Background: an optimization exercise with open tools, aiming at small area. Do not read the settings as production practice. In this exercise RTL edits were held to simulation tests only and were not proved equivalent to the original. Power and IR drop assume default switching activity.

$ cat design/flow/run.sh
#!/bin/bash
# synth_recipe.tcl (not shown) runs the flow's synth.tcl, then flattens the netlist and writes it again
# the make line also repeats each setting of config.mk as NAME=value (left out here)
make -C /OpenROAD-flow-scripts/flow DESIGN_CONFIG=/design/flow/config.mk WORK_HOME=/design/flow/orfs CLKGATE_MAP_FILE= SYNTH_SCRIPT=/design/flow/synth_recipe.tcl finish
$ cat design/flow/config.mk
export PLATFORM = sky130hd
export DESIGN_NAME = RegisterFile
export DESIGN_NICKNAME = RegisterFile
export VERILOG_FILES = /design/flow/design.v
export SDC_FILE = /design/flow/constraint.sdc
export NUM_CORES = 4
export LEC_CHECK = 0
export CAP_MARGIN = 20
export CORE_MARGIN = 2
export CORE_UTILIZATION = 40
export SLEW_MARGIN = 20
export SYNTH_HIERARCHICAL = 1
$ cat design/flow/constraint.sdc
create_clock -name core_clock -period 8.0 [get_ports {clk_i}]
set_input_delay 1.6000 -clock core_clock [delete_from_list [all_inputs] [get_ports {clk_i}]]
set_output_delay 1.6000 -clock core_clock [all_outputs]
set_load 0.01 [all_outputs]
$ cat design/flow/design.v
`timescale 1ns/10ps
module RF_AOI222 (out_o, a_i, b_i);
    output  logic           out_o;
    input   logic [2 : 0]   a_i;
    input   logic [2 : 0]   b_i;
    assign out_o = ~|(a_i & b_i);
endmodule
module RF_NAND2 (out_o, in_i);
    output  logic           out_o;
    input   logic [1 : 0]   in_i;
    assign out_o = ~&in_i;
endmodule
module RF_NAND3 (out_o, in_i);
    output  logic           out_o;
    input   logic [2 : 0]   in_i;
    assign out_o = ~&in_i;
endmodule
module RF_NAND4 (out_o, in_i);
    output  logic           out_o;
    input   logic [3 : 0]   in_i;
    assign out_o = ~&in_i;
endmodule
module RF_OR3 (out_o, in_i);
    output  logic           out_o;
    input   logic [2 : 0]   in_i;
    assign out_o = |in_i;
endmodule
module RF_NEXT (out_o, load_i, hold_i, d_i, q_i);
    output  logic   out_o;
    input   logic   load_i;
    input   logic   hold_i;
    input   logic   d_i;
    input   logic   q_i;
    assign out_o = (load_i & d_i) | (hold_i & q_i);
endmodule
module RF_READ_BIT (out_o, sel_i, bits_i);
    output  logic           out_o;
    input   logic [30 : 0]  sel_i;
    input   logic [30 : 0]  bits_i;
    logic [10 : 0]          grp_n;
    logic [2 : 0]           part;
    genvar g;
    generate
        for (g = 0; g < 10; g++) begin : g_aoi
            RF_AOI222 aoi (.out_o(grp_n[g]), .a_i(sel_i[3*g +: 3]), .b_i(bits_i[3*g +: 3]));
        end
    endgenerate
    RF_NAND2 n30 (.out_o(grp_n[10]), .in_i({sel_i[30], bits_i[30]}));
    RF_NAND4 p0  (.out_o(part[0]), .in_i(grp_n[3 : 0]));
    RF_NAND4 p1  (.out_o(part[1]), .in_i(grp_n[7 : 4]));
    RF_NAND3 p2  (.out_o(part[2]), .in_i(grp_n[10 : 8]));
    RF_OR3   o1  (.out_o(out_o), .in_i(part));
endmodule
module RegisterFile (RD1_o, RD2_o, RR1_i, RR2_i, WR_i, WD_i, RegWrite_i, reset_i, clk_i);
    parameter   REGISTER_LENGTH     = 64;
    parameter   REGISTER_WIDTH      = 32;
    parameter   REGISTER_SEL        = $clog2(REGISTER_WIDTH);
    output  logic [REGISTER_LENGTH - 1 : 0]                     RD1_o;
    output  logic [REGISTER_LENGTH - 1 : 0]                     RD2_o;
    input   logic [REGISTER_SEL - 1 : 0]                        RR1_i;
    input   logic [REGISTER_SEL - 1 : 0]                        RR2_i;
    input   logic [REGISTER_SEL - 1 : 0]                        WR_i;
    input   logic [REGISTER_LENGTH - 1 : 0]                     WD_i;
    input   logic                                               RegWrite_i;
    input   logic                                               reset_i;
    input   logic                                               clk_i;
    logic [REGISTER_WIDTH - 2 : 0] [REGISTER_LENGTH - 1 : 0]    regFile;
    logic [REGISTER_WIDTH - 2 : 0] [REGISTER_LENGTH - 1 : 0]    regNext;
    logic [REGISTER_WIDTH - 2 : 0]                              load, hold;
    logic [REGISTER_WIDTH - 2 : 0]                              rsel1, rsel2;
    logic [REGISTER_LENGTH - 1 : 0]                             wdata;
    assign wdata = reset_i ? '0 : WD_i;
    genvar i, b;
    generate
        for (i = 0; i < REGISTER_WIDTH - 1; i++) begin : g_reg
            assign load[i]  = reset_i | (RegWrite_i & (WR_i == i));
            assign hold[i]  = ~load[i];
            assign rsel1[i] = (RR1_i == i);
            assign rsel2[i] = (RR2_i == i);
            for (b = 0; b < REGISTER_LENGTH; b++) begin : g_next
                RF_NEXT nx (.out_o(regNext[i][b]), .load_i(load[i]), .hold_i(hold[i]),
                            .d_i(wdata[b]), .q_i(regFile[i][b]));
            end
            always_ff @(posedge clk_i)
                regFile[i] <= regNext[i];
        end
        for (b = 0; b < REGISTER_LENGTH; b++) begin : g_bit
            logic [REGISTER_WIDTH - 2 : 0] column;
            for (i = 0; i < REGISTER_WIDTH - 1; i++) begin : g_col
                assign column[i] = regFile[i][b];
            end
            RF_READ_BIT r1 (.out_o(RD1_o[b]), .sel_i(rsel1), .bits_i(column));
            RF_READ_BIT r2 (.out_o(RD2_o[b]), .sel_i(rsel2), .bits_i(column));
        end
    endgenerate
endmodule
==> impl_metrics.csv, run 1 <==
group,metric,value,unit
logic_synthesis,yosysTopAreaCell,"dfxtp_1",
place,io_buffers,209,
logic_synthesis,avgSynthCellArea,12.2,sq um
timing,finalSetupViolations,0,
timing,skew,0,ns
timing,slew_violations,0,
place,dp.cells,9109,
layout,final_cells,9502,
clocking,cts_hold_buf,0,
hold_path,min_from,"regFile[850]$_DFF_P_",
timing,max_slew_margin,12.6,%
hold_path,hold_depth,1,
route,first_pass_iters,14,
layout,top_register,"regFile",
global_routing,grt_pass1_vias,73800,
timing,timing.final.crit_share,94.1,%
floorplanning,row_count,158,
layout,design_area,91200,sq um
power_and_ir_drop,ir_drop,0.000216,V
worst_setup_path,worstRegToRegCells,1,
timing,worstMarginPinSlew,1.31,ns
run_status,status,"no timing/DRC/antenna violations",
global_routing,grt_pass1_wl,543000,um
route,num_vias,77600,
place,dp_hpwl,221000,um
worst_setup_path,reg2reg_from,"regFile[987]$_DFF_P_",
timing,hold_viol,0,
worst_setup_path,required,6.40,ns
power_and_ir_drop,power.leakage,34.7,nW
global_routing,grt_overflow,0,
clocking,root_buffer,"clkbuf_16",
clocking,htreeDepth,4,
logic_synthesis,yosys_warnings,7,
logic_synthesis,yosysSeqAreaShare,53.0,%
route,routed_wl,390000,um
route,wire_per_inst,41.1,um
logic_synthesis,ys_async_sr_fraction,0,%
clocking,clk_latency,0.85,ns
worst_setup_path,crit_path_end_kind,"output pin",
logic_synthesis,syn_area,75000,sq um
logic_synthesis,synthCells,6153,
logic_synthesis,synth_seq_cells,1984,
clocking,clockBufferDepth,3,
clocking,postCtsSetupBuffers,0,
place,gp_congestion,0.932,
worst_setup_path,rrSetupSlack,7.33,ns
route,first_iter_violations,18900,
timing,fin_setup_tns,0,ns
global_routing,antenna_found_initial,29,
worst_setup_path,regToRegEndpoint,"regFile[987]$_DFF_P_",
global_routing,grt_max_degree,71,
clocking,cts_buffers,204,
place,dpl-instance-area,84000,sq um
worst_setup_path,path_class,"input port to output pin",
route,vias_per_cell,8.17,
clocking,clkSinkCount,1984,
run,drv_cap,0,
worst_setup_path,crit_arrival,5.93,ns
clocking,tritoncts,"yes",
layout,largestRegisters,"regFile: 1984 flops",
power_and_ir_drop,power.density,267,nW/um^2
layout,layout-drive-gt1-share,12.1,%
hold_path,hp-class,"flip-flop to flip-flop",
worst_setup_path,crit_fanout,27,
timing,maxClockFrequency,0.133,GHz
floorplanning,die_h,437,um
logic_synthesis,synthTopCellsByCount,"a22o_1 (1984), dfxtp_1 (1984), a222oi_1 (1280)",
power_and_ir_drop,p_total,24.4,mW
logic_synthesis,synth.area.top_cells,"dfxtp_1 (53%), a22o_1 (23%), a222oi_1 (17%)",
clocking,clk_pin_slew,0.06,ns
floorplanning,start_util,40.3,%
floorplanning,die_w,437,um
logic_synthesis,synth.distinct_cells,28,
layout,largest_reg_flops,1984,
timing,rsz0062_at_grt,"no",
floorplanning,core,186000,sq um
logic_synthesis,synthFlopType,"dfxtp_1",
layout,final_nets,6920,
worst_setup_path,cp-start-kind,"input port",
timing,period_minus_slack,7.53,ns
logic_synthesis,synth_edf_count,0,
floorplanning,die_area,191000,sq um
route,drc_errors,0,
logic_synthesis,synth_nets,6235,
route,postRouteAntennaNets,0,
floorplanning,pin_count,210,
hold_path,hold_path_end,"regFile[850]$_DFF_P_",
layout,syn2layout_area_growth,21.7,%
global_routing,track_usage,38.5,%
clocking,cts_resized,0,
logic_synthesis,synth_top_cell_area_share,53.0,%
-- per-module statistics from Yosys (local to each module, per instance), a selection --
module        cells inside  times used  flip-flops and latches
RF_AOI222                1        1280                       0
RF_NAND2                 1         128                       0
RF_NAND3                 1         128                       0
RF_NAND4                 1         256                       0
RF_NEXT                  1        1984                       0
RF_OR3                   1         128                       0
RegisterFile          2249           1                    1984
-- per-stage QoR --
stage          hold slack, ns  util, %  setup WS [ns]
2_1_floorplan           0.460        -          0.304
3_3_place_gp            0.472     45.1          0.743
3_5_place_dp            0.477     45.2          0.747
4_1_cts                 0.496     49.0          0.710
5_1_grt                 0.508     49.1          0.550
6_report                0.495     49.1          0.473
-- worst max path at each step --
stage,from,to,slack (ns),cells past startpoint
6_report,RR1_i[0],RD1_o[39],0.47,8
3_5_place_dp,RR1_i[0],RD1_o[39],0.75,8
3_3_place_gp,RR1_i[0],RD1_o[39],0.74,8
2_1_floorplan,RR1_i[2],RD1_o[0],0.30,6
4_1_cts,RR1_i[0],RD1_o[39],0.71,8
5_1_grt,RR1_i[0],RD1_o[27],0.55,9
-- power breakdown --
part / leakage, nW / internal, mW / total, mW / switching, mW
combinational: 14.7 / 1.07 / 2.77 / 1.69
sequential: 16.5 / 10.7 / 11.4 / 0.671
clock: 3.50 / 5.94 / 10.2 / 4.28
-- kinds of logic after synthesis --
family | Yosys count | synth area share [%]
AOI/OAI and AO/OA | 3326 | 40.8
buffers and inverters | 39 | 0.244
DFF | 1984 | 53.0
and+or+nand+nor | 804 | 5.97
-- per-layer routing --
layer  global-route usage (%)  share of wire (%)
met1                     48.8                 36
met2                     54.5                 40
met3                     14.4                 16
met4                     25.0                7.7
met5                    0.151              0.056
-- placed cells by master (no fill, tap or decap), types with 2 or more instances in the layout --
cell and instances:
diode_2 19, inv_6 4, clkbuf_16 206, a222oi_1 1280, clkinv_16 4, clkbuf_1 33
clkinvlp_4 9, nand3b_1 6, nand3_1 132, or3_1 130, clkinv_8 2, nand4_1 256
clkinv_4 2, or3b_1 2, clkinv_2 36, buf_12 32, nand2_1 130, bufinv_16 23
nand2b_1 8, dfxtp_1 1984, nor3_2 22, nor2b_2 48, and4bb_2 2, or2_2 2
buf_16 6, and4b_2 2, a22o_1 1984, a21o_4 31, a21oi_4 31, clkdlybuf4s50_1 208
clkbuf_8 51, nor2b_4 18, buf_4 271, nor2_4 40
-- worst max-delay path, stage by stage --
cell and delay (ns):
clkdlybuf4s50_1 1.10, nand3_1 0.44, nor2_4 0.77, buf_4 0.60
a222oi_1 0.22, nand4_1 0.13, or3_1 0.40, clkdlybuf4s50_1 0.63
-- area by class of cell --
type	instances	area, sq um
Antenna cell	19	47.5
Clock buffer	290	5980
Clock inverter	81	1150
Fill cell	16500	94600
Multi-Input combinational cell	4130	36300
Sequential cell	1984	39700
Tap cell	2480	3100
Timing Repair Buffer	518	4940
==> run 2: changes to the inputs <==
--- a/design/flow/design.v
+++ b/design/flow/design.v
@@ -69,12 +69,12 @@
     logic [REGISTER_WIDTH - 2 : 0]                              load, hold;
     logic [REGISTER_WIDTH - 2 : 0]                              rsel1, rsel2;
     logic [REGISTER_LENGTH - 1 : 0]                             wdata;
-    assign wdata = reset_i ? '0 : WD_i;
+    assign wdata = WD_i;
     genvar i, b;
     generate
         for (i = 0; i < REGISTER_WIDTH - 1; i++) begin : g_reg
-            assign load[i]  = reset_i | (RegWrite_i & (WR_i == i));
-            assign hold[i]  = ~load[i];
+            assign load[i]  = ~reset_i & RegWrite_i & (WR_i == i);
+            assign hold[i]  = ~reset_i & ~(RegWrite_i & (WR_i == i));
             assign rsel1[i] = (RR1_i == i);
             assign rsel2[i] = (RR2_i == i);
             for (b = 0; b < REGISTER_LENGTH; b++) begin : g_next
==> design/flow/flow/run.sh (new file) <==
#!/bin/bash
# The standard layout (the standard.sh: ORFS synthesis to finish, unchanged synthesis),
# with one change: the buffers that ORFS puts on every input and output port are the
# smallest buffer, sky130_fd_sc_hd__buf_1, instead of the cell buffer_ports picks itself.
set -euo pipefail
export BUFFER_PORTS_ARGS="-buffer_cell sky130_fd_sc_hd__buf_1"
bash standard.sh finish > standard_flow.log 2>&1
==> design/flow/standard.sh (new file) <==
#!/bin/bash
# synth_recipe.tcl (not shown) runs the flow's synth.tcl, then flattens the netlist and writes it again
# the make line also repeats each setting of config.mk as NAME=value (left out here)
make -C /OpenROAD-flow-scripts/flow DESIGN_CONFIG=/design/flow/config.mk WORK_HOME=/design/flow/orfs CLKGATE_MAP_FILE= SYNTH_SCRIPT=/design/flow/synth_recipe.tcl "${@:-finish}"
--- a/design/flow/config.mk
+++ b/design/flow/config.mk
@@ -7,6 +7,9 @@
 export LEC_CHECK = 0
 export CAP_MARGIN = 20
 export CORE_MARGIN = 2
-export CORE_UTILIZATION = 40
+export CORE_UTILIZATION = 55
+export CTS_BUF_LIST = sky130_fd_sc_hd__clkbuf_8
+export CTS_CLUSTER_DIAMETER = 100
+export CTS_CLUSTER_SIZE = 16
 export SLEW_MARGIN = 20
 export SYNTH_HIERARCHICAL = 1
removed: design/flow/run.sh
==> impl_metrics.csv, run 2 <==
group,metric,value,unit
run_status,status,"no timing/DRC/antenna violations",
logic_synthesis,synth_seq_cells,1984,
run,drv_cap,0,
clocking,cts_hold_buf,0,
clocking,clkSinkCount,1984,
logic_synthesis,synthFlopType,"dfxtp_1",
place,post-place-ws,1.52,ns
layout,syn2layout_area_growth,11.9,%
timing,slew_violations,0,
global_routing,antenna_found_initial,21,
logic_synthesis,synthTopCellsByCount,"a22o_1 (1984), dfxtp_1 (1984), a222oi_1 (1280)",
logic_synthesis,yosysTopAreaCell,"dfxtp_1",
floorplanning,die_w,372,um
worst_setup_path,crit_arrival,5.31,ns
floorplanning,die_area,139000,sq um
power_and_ir_drop,ir_drop,0.000158,V
place,dp_hpwl,203000,um
floorplanning,pin_count,210,
timing,max_slew_margin,9.50,%
logic_synthesis,yosys_warnings,7,
timing,finalSetupViolations,0,
route,postRouteAntennaNets,0,
timing,hold_viol,0,
timing,rsz0062_at_grt,"no",
power_and_ir_drop,p_total,16.1,mW
global_routing,grt_max_degree,65,
layout,largestRegisters,"regFile: 1984 flops",
logic_synthesis,synth_top_cell_area_share,53.2,%
layout,fillers,11000,
global_routing,grt_pass1_wl,548000,um
place,gp_congestion,0.944,
worst_setup_path,crit_chain,"buf_1 -> nand3b_1 -> nor2_4 -> buf_4 -> a222oi_1 -> nand4_1 -> or3_1 -> buf_1",
clocking,cts_resized,0,
worst_setup_path,crit_path_end_kind,"output pin",
worst_setup_path,cp-start-kind,"input port",
layout,final_cell_mix,"a22o_1 (1984), dfxtp_1 (1984), a222oi_1 (1280)",
logic_synthesis,yosysSeqAreaShare,53.2,%
global_routing,grt_overflow,0,
floorplanning,row_count,135,
worst_setup_path,cp_common_cell,"buf_1",
clocking,postCtsSetupBuffers,0,
clocking,clockBufferDepth,3,
floorplanning,core,135000,sq um
power_and_ir_drop,power.leakage,29.7,nW
timing,worstMarginPinSlew,1.36,ns
timing,fin_setup_tns,0,ns
layout,final_nets,6804,
route,highest_layer,"met5",
power_and_ir_drop,intPower,11.8,mW
logic_synthesis,avgSynthCellArea,12.2,sq um
route,num_vias,79200,
power_and_ir_drop,seqPwrFrac,62.1,%
global_routing,track_usage,54.7,%
power_and_ir_drop,power.share.clock,30.9,%
route,first_pass_iters,14,
timing,maxClockFrequency,0.145,GHz
clocking,htreeDepth,4,
route,wire_per_inst,46.7,um
worst_setup_path,critPathSlowestCell,"buf_4",
power_and_ir_drop,power.density,193,nW/um^2
logic_synthesis,synth_edf_count,0,
layout,layout-drive-gt1-share,8.75,%
logic_synthesis,synth.area.top_cells,"dfxtp_1 (53%), a22o_1 (23%), a222oi_1 (17%)",
timing,timing.final.crit_share,86.4,%
layout,ff_latch_area,39700,sq um
clocking,clk_pin_slew,0.10,ns
floorplanning,start_util,55.2,%
clocking,cts_buffers,141,
place,dpl-instance-area,81300,sq um
route,met1_length,133000,um
place,io_buffers,209,
logic_synthesis,syn_area,74600,sq um
route,drc_errors,0,
route,route.met2.wl,148000,um
clocking,clk_latency,0.92,ns
timing,skew,0,ns
worst_setup_path,required,6.40,ns
route,vias_per_cell,9.29,
route,first_iter_violations,22800,
clocking,root_buffer,"clkbuf_8",
floorplanning,die_h,372,um
power_and_ir_drop,p_sw,4.33,mW
timing,whs,0.504,ns
layout,design_area,83500,sq um
global_routing,grt_pass1_vias,73900,
layout,largest_reg_flops,1984,
logic_synthesis,synth.distinct_cells,29,
clocking,tritoncts,"yes",
worst_setup_path,crit_fanout,44,
power_and_ir_drop,swShare,26.9,%
worst_setup_path,slowest_delay,0.96,ns
timing,setup_ws,1.09,ns
route,routed_wl,398000,um
layout,top_register,"regFile",
worst_setup_path,path_class,"input port to output pin",
hold_path,hp-class,"flip-flop to flip-flop",
power_and_ir_drop,pwr-share-comb,7.0,%
timing,period_minus_slack,6.91,ns
logic_synthesis,synthCells,6095,
route,routed-wl-met3,80800,um
layout,multiInputGateArea,35700,sq um
logic_synthesis,ys_async_sr_fraction,0,%
logic_synthesis,synth_nets,6177,
-- run 2: per-layer routing --
layer / GRT usage, % / up-vias
met5: 0.944 / -
met4: 37.9 / 16
li1: - / 29700
met2: 71.7 / 9343
met3: 29.2 / 2657
met1: 67.9 / 37500
-- run 2: path summary, 6_finish.rpt --
check	from	end	slack, ns	cells after the start
worst max-delay path	RR2_i[0]	RD2_o[59]	1.09	8
worst min-delay path	regFile[274]$_DFF_P_	regFile[274]$_DFF_P_	0.50	1
worst max register to register	regFile[1128]$_DFF_P_	regFile[1128]$_DFF_P_	7.34	1
worst min register to register	regFile[274]$_DFF_P_	regFile[274]$_DFF_P_	0.50	1
-- run 2: cells by family after synthesis --
group	count (synthesis)	share of synthesized area, %
DFF	1984	53.2
and+or+nand+nor	785	5.88
AOI/OAI and AO/OA	3295	40.7
buffers and inverters	31	0.190
-- run 2: modules after synthesis, one instance, submodules excluded, a selection --
module	times used	cells inside
RF_NAND4	256	1
RF_NAND3	128	1
RF_AOI222	1280	1
RF_NAND2	128	1
RF_OR3	128	1
RegisterFile	1	2191
-- run 2: power by group through the flow --
stage	Combinational (mW)	Sequential, mW	Clock (mW)
after floorplan	0.310	10.2	0
after global placement	1.01	10.2	0
after detailed placement	1.01	10.2	0
after CTS	1.01	10.0	4.90
after global routing	1.07	10.0	5.24
final	1.13	10.0	4.97
-- run 2: final cells by class --
class                   count  area share [%]
flip-flops and latches   1984            47.6
multi-input cells        4080            42.8
repair buffers            513            4.41
well taps                1781            2.67
clock buffers             147            2.42
clock inverters             7          0.0630
diodes                     13          0.0390
inverters                   2         0.00899
-- run 2: worst max-delay path: cells and delay by family --
family / cells / cell delay, ns
buffers and inverters: 3 / 1.51
AND/OR/NAND/NOR: 4 / 1.94
AO/OA/AOI/OAI: 1 / 0.21
-- run 2: through the flow --
stage / cells / util (%)
6_report: 8527 / 61.8
2_1_floorplan: 6095 / -
5_1_grt: 8519 / 61.8
3_5_place_dp: 8357 / 60.2
4_1_cts: 8511 / 61.7
3_3_place_gp: 8355 / 60.1
==> run 3: changes to the inputs <==
--- a/design/flow/config.mk
+++ b/design/flow/config.mk
@@ -7,9 +7,9 @@
 export LEC_CHECK = 0
 export CAP_MARGIN = 20
 export CORE_MARGIN = 2
-export CORE_UTILIZATION = 55
+export CORE_UTILIZATION = 40
 export CTS_BUF_LIST = sky130_fd_sc_hd__clkbuf_8
 export CTS_CLUSTER_DIAMETER = 100
-export CTS_CLUSTER_SIZE = 16
+export CTS_CLUSTER_SIZE = 14
 export SLEW_MARGIN = 20
 export SYNTH_HIERARCHICAL = 1
==> impl_metrics.csv, run 3 <==
group,metric,value,unit
global_routing,grt_overflow,0,
worst_setup_path,path_class,"input port to output pin",
floorplanning,die_w,436,um
worst_setup_path,required,6.40,ns
timing,fin_setup_tns,0,ns
route,routed_wl,403000,um
layout,final_cell_mix,"a22o_1 (1984), dfxtp_1 (1984), a222oi_1 (1280)",
logic_synthesis,synth_top_cell_area_share,53.2,%
logic_synthesis,synthTopCellsByCount,"a22o_1 (1984), dfxtp_1 (1984), a222oi_1 (1280)",
clocking,clk_pin_slew,0.09,ns
worst_setup_path,crit_buf_inv,3,
timing,slew_violations,0,
layout,largestRegisters,"regFile: 1984 flops",
timing,hold_viol,0,
logic_synthesis,synth.distinct_cells,29,
logic_synthesis,synth.area.top_cells,"dfxtp_1 (53%), a22o_1 (23%), a222oi_1 (17%)",
place,dpl-instance-area,82200,sq um
route,postRouteAntennaNets,0,
global_routing,track_usage,40.1,%
layout,top_register,"regFile",
route,vias_per_cell,8.44,
place,gp_congestion,0.923,
clocking,clkSinkCount,1984,
worst_setup_path,crit_arrival,5.16,ns
logic_synthesis,synthCells,6095,
layout,layout-drive-gt1-share,9.13,%
place,io_buffers,209,
floorplanning,start_util,40.2,%
global_routing,grt_max_degree,65,
power_and_ir_drop,ir_drop,0.000163,V
timing,period_minus_slack,6.76,ns
route,drc_errors,0,
logic_synthesis,avgSynthCellArea,12.2,sq um
logic_synthesis,yosysSeqAreaShare,53.2,%
worst_setup_path,crit_path_end_kind,"output pin",
worst_setup_path,cp_common_cell,"buf_1",
logic_synthesis,synthFlopType,"dfxtp_1",
global_routing,grt_pass1_vias,73700,
timing,rsz0062_at_grt,"no",
layout,design_area,84600,sq um
clocking,htreeDepth,4,
logic_synthesis,ys_async_sr_fraction,0,%
power_and_ir_drop,power.density,194,nW/um^2
worst_setup_path,crit_chain,"buf_1 -> nand3_1 -> nor2_4 -> buf_4 -> a222oi_1 -> nand4_1 -> or3_1 -> buf_1",
logic_synthesis,synth_nets,6177,
place,post-place-ws,1.47,ns
route,first_iter_violations,21200,
timing,finalSetupViolations,0,
power_and_ir_drop,power.leakage,29.9,nW
worst_setup_path,crit_family,"simple AND/OR/NAND/NOR gates",
timing,timing.final.crit_share,84.5,%
logic_synthesis,synth_edf_count,0,
hold_path,hp-class,"flip-flop to flip-flop",
clocking,cts_hold_buf,0,
layout,final_nets,6837,
clocking,tritoncts,"yes",
clocking,cts_resized,0,
clocking,postCtsSetupBuffers,0,
timing,worstMarginPinSlew,1.32,ns
route,wire_per_inst,43.4,um
worst_setup_path,slowest_delay,0.75,ns
logic_synthesis,yosys_warnings,7,
clocking,clk_latency,1.01,ns
layout,final_util,45.6,%
run_status,status,"no timing/DRC/antenna violations",
route,first_pass_iters,17,
layout,largest_reg_flops,1984,
worst_setup_path,crit_fanout,32,
floorplanning,die_h,436,um
timing,maxClockFrequency,0.148,GHz
floorplanning,pin_count,210,
logic_synthesis,synth_seq_cells,1984,
floorplanning,core,185000,sq um
logic_synthesis,syn_area,74600,sq um
timing,skew,0,ns
global_routing,antenna_found_initial,24,
layout,syn2layout_area_growth,13.4,%
floorplanning,die_area,190000,sq um
clocking,clockBufferDepth,3,
run,drv_cap,0,
timing,max_slew_margin,12.2,%
place,dp_hpwl,215000,um
layout,fillers,17200,
timing,setup_ws,1.24,ns
floorplanning,row_count,158,
worst_setup_path,critPathSlowestCell,"buf_4",
route,num_vias,78400,
logic_synthesis,yosysTopAreaCell,"dfxtp_1",
clocking,cts_buffers,159,
global_routing,grt_pass1_wl,560000,um
worst_setup_path,cp-start-kind,"input port",
clocking,root_buffer,"clkbuf_8",
## run 3: cell counts after synthesis
No cell type changed its count.
## run 3: layout make-up
| cell class | instances | area [sq um] | share of cell area [%] |
|---|---|---|---|
| multi-input combinational | 4080 | 35800 | 42.3 |
| antenna | 37 | 92.6 | 0.109 |
| sequential | 1984 | 39700 | 46.9 |
| clock buffer | 165 | 2270 | 2.68 |
| clock inverter | 7 | 48.8 | 0.0577 |
| inverter | 2 | 7.51 | 0.00887 |
| timing repair buffer | 528 | 3610 | 4.26 |
| tap | 2480 | 3100 | 3.67 |
## run 3: cell families (layout without fill, tap and decap cells)
family          count (synthesis)  after routing  share of synthesized area, %
compound gates               3295           3295                          40.7
flops                        1984           1984                          53.2
simple gates                  785            785                          5.88
buf+inv                        31            702                         0.190
other cells                     0             37                             0
## run 3: Yosys stat by module (local to each module, per instance), a selection
module	copies in the design	flops+latches	area (sq um)	cells
RF_AOI222	1280	0	10.0	1
RF_NAND2	128	0	3.75	1
RF_NAND3	128	0	5.00	1
RF_NAND4	256	0	6.26	1
RF_NEXT	1984	0	8.76	1
RF_OR3	128	0	6.26	1
RegisterFile	1	1984	40900	2191
## run 3: metal layers
| metal | vias to the layer above | GRT usage [%] | share of wire (%) |
|---|---|---|---|
| li1 | 29800 | - | - |
| met1 | 38300 | 49.4 | 35 |
| met2 | 8182 | 56.1 | 40 |
| met3 | 2101 | 18.1 | 17 |
| met4 | 22 | 25.7 | 7.8 |
| met5 | - | 1.64 | 0.11 |
## run 3: per-stage QoR
step	std cells	total power [mW]	hold slack [ns]
3_5_place_dp	9073	11.2	0.475
6_report	9283	16.4	0.501
2_1_floorplan	6095	10.5	0.460
3_3_place_gp	9073	11.2	0.473
4_1_cts	9245	16.3	0.504
5_1_grt	9249	16.7	0.513
## run 3: worst paths after layout
kind,end,slack [ns],from,depth (start not counted)
min,regFile[693]$_DFF_P_,0.50,regFile[693]$_DFF_P_,1
max,RD1_o[1],1.24,RR1_i[0],8
max reg2reg,regFile[1779]$_DFF_P_,7.34,regFile[1779]$_DFF_P_,1
min reg2reg,regFile[693]$_DFF_P_,0.50,regFile[693]$_DFF_P_,1
## run 3: where the power goes
group          switching [mW]  total, mW  internal, mW
clock                    3.43       5.28          1.85
sequential             0.0588       10.0          9.94
combinational           0.937       1.11         0.173
total                    4.43       16.4          12.0

-- afterwards: timing with drivers on the ports --
The flow's constraints put no driver on any port. The routed layouts listed below were extracted and timed again, unchanged, in two steps.
Step 1 assumes that a clkbuf_16 drives the clock port and a buf_2 every other input.
Step 2 times the ports against the registers' clock, not the clock port: input delays grow and output delays shrink by t, the midpoint of the rising clock arrivals with the driver on.
a / b / c = ideal / step 1 / step 2; a / b = the first two.
run	t (ns)	setup slack, ns	worst hold slack (ns)	slew at the worst register clock pin (ns)
run 1	0.936	0.473 / 0.442 / 0.442	0.495 / 0.495 / 0.495	0.07 / 0.07
run 2	1.014	1.085 / 1.021 / 1.021	0.504 / 0.504 / 0.504	0.12 / 0.12
run 3	1.087	1.243 / 1.090 / 1.090	0.501 / 0.501 / 0.501	0.11 / 0.11
After both steps every run listed still meets setup and hold. For run 3, which loses most, drivers alone change the setup slack by -0.153 ns; drivers and shift together by -0.153 ns.
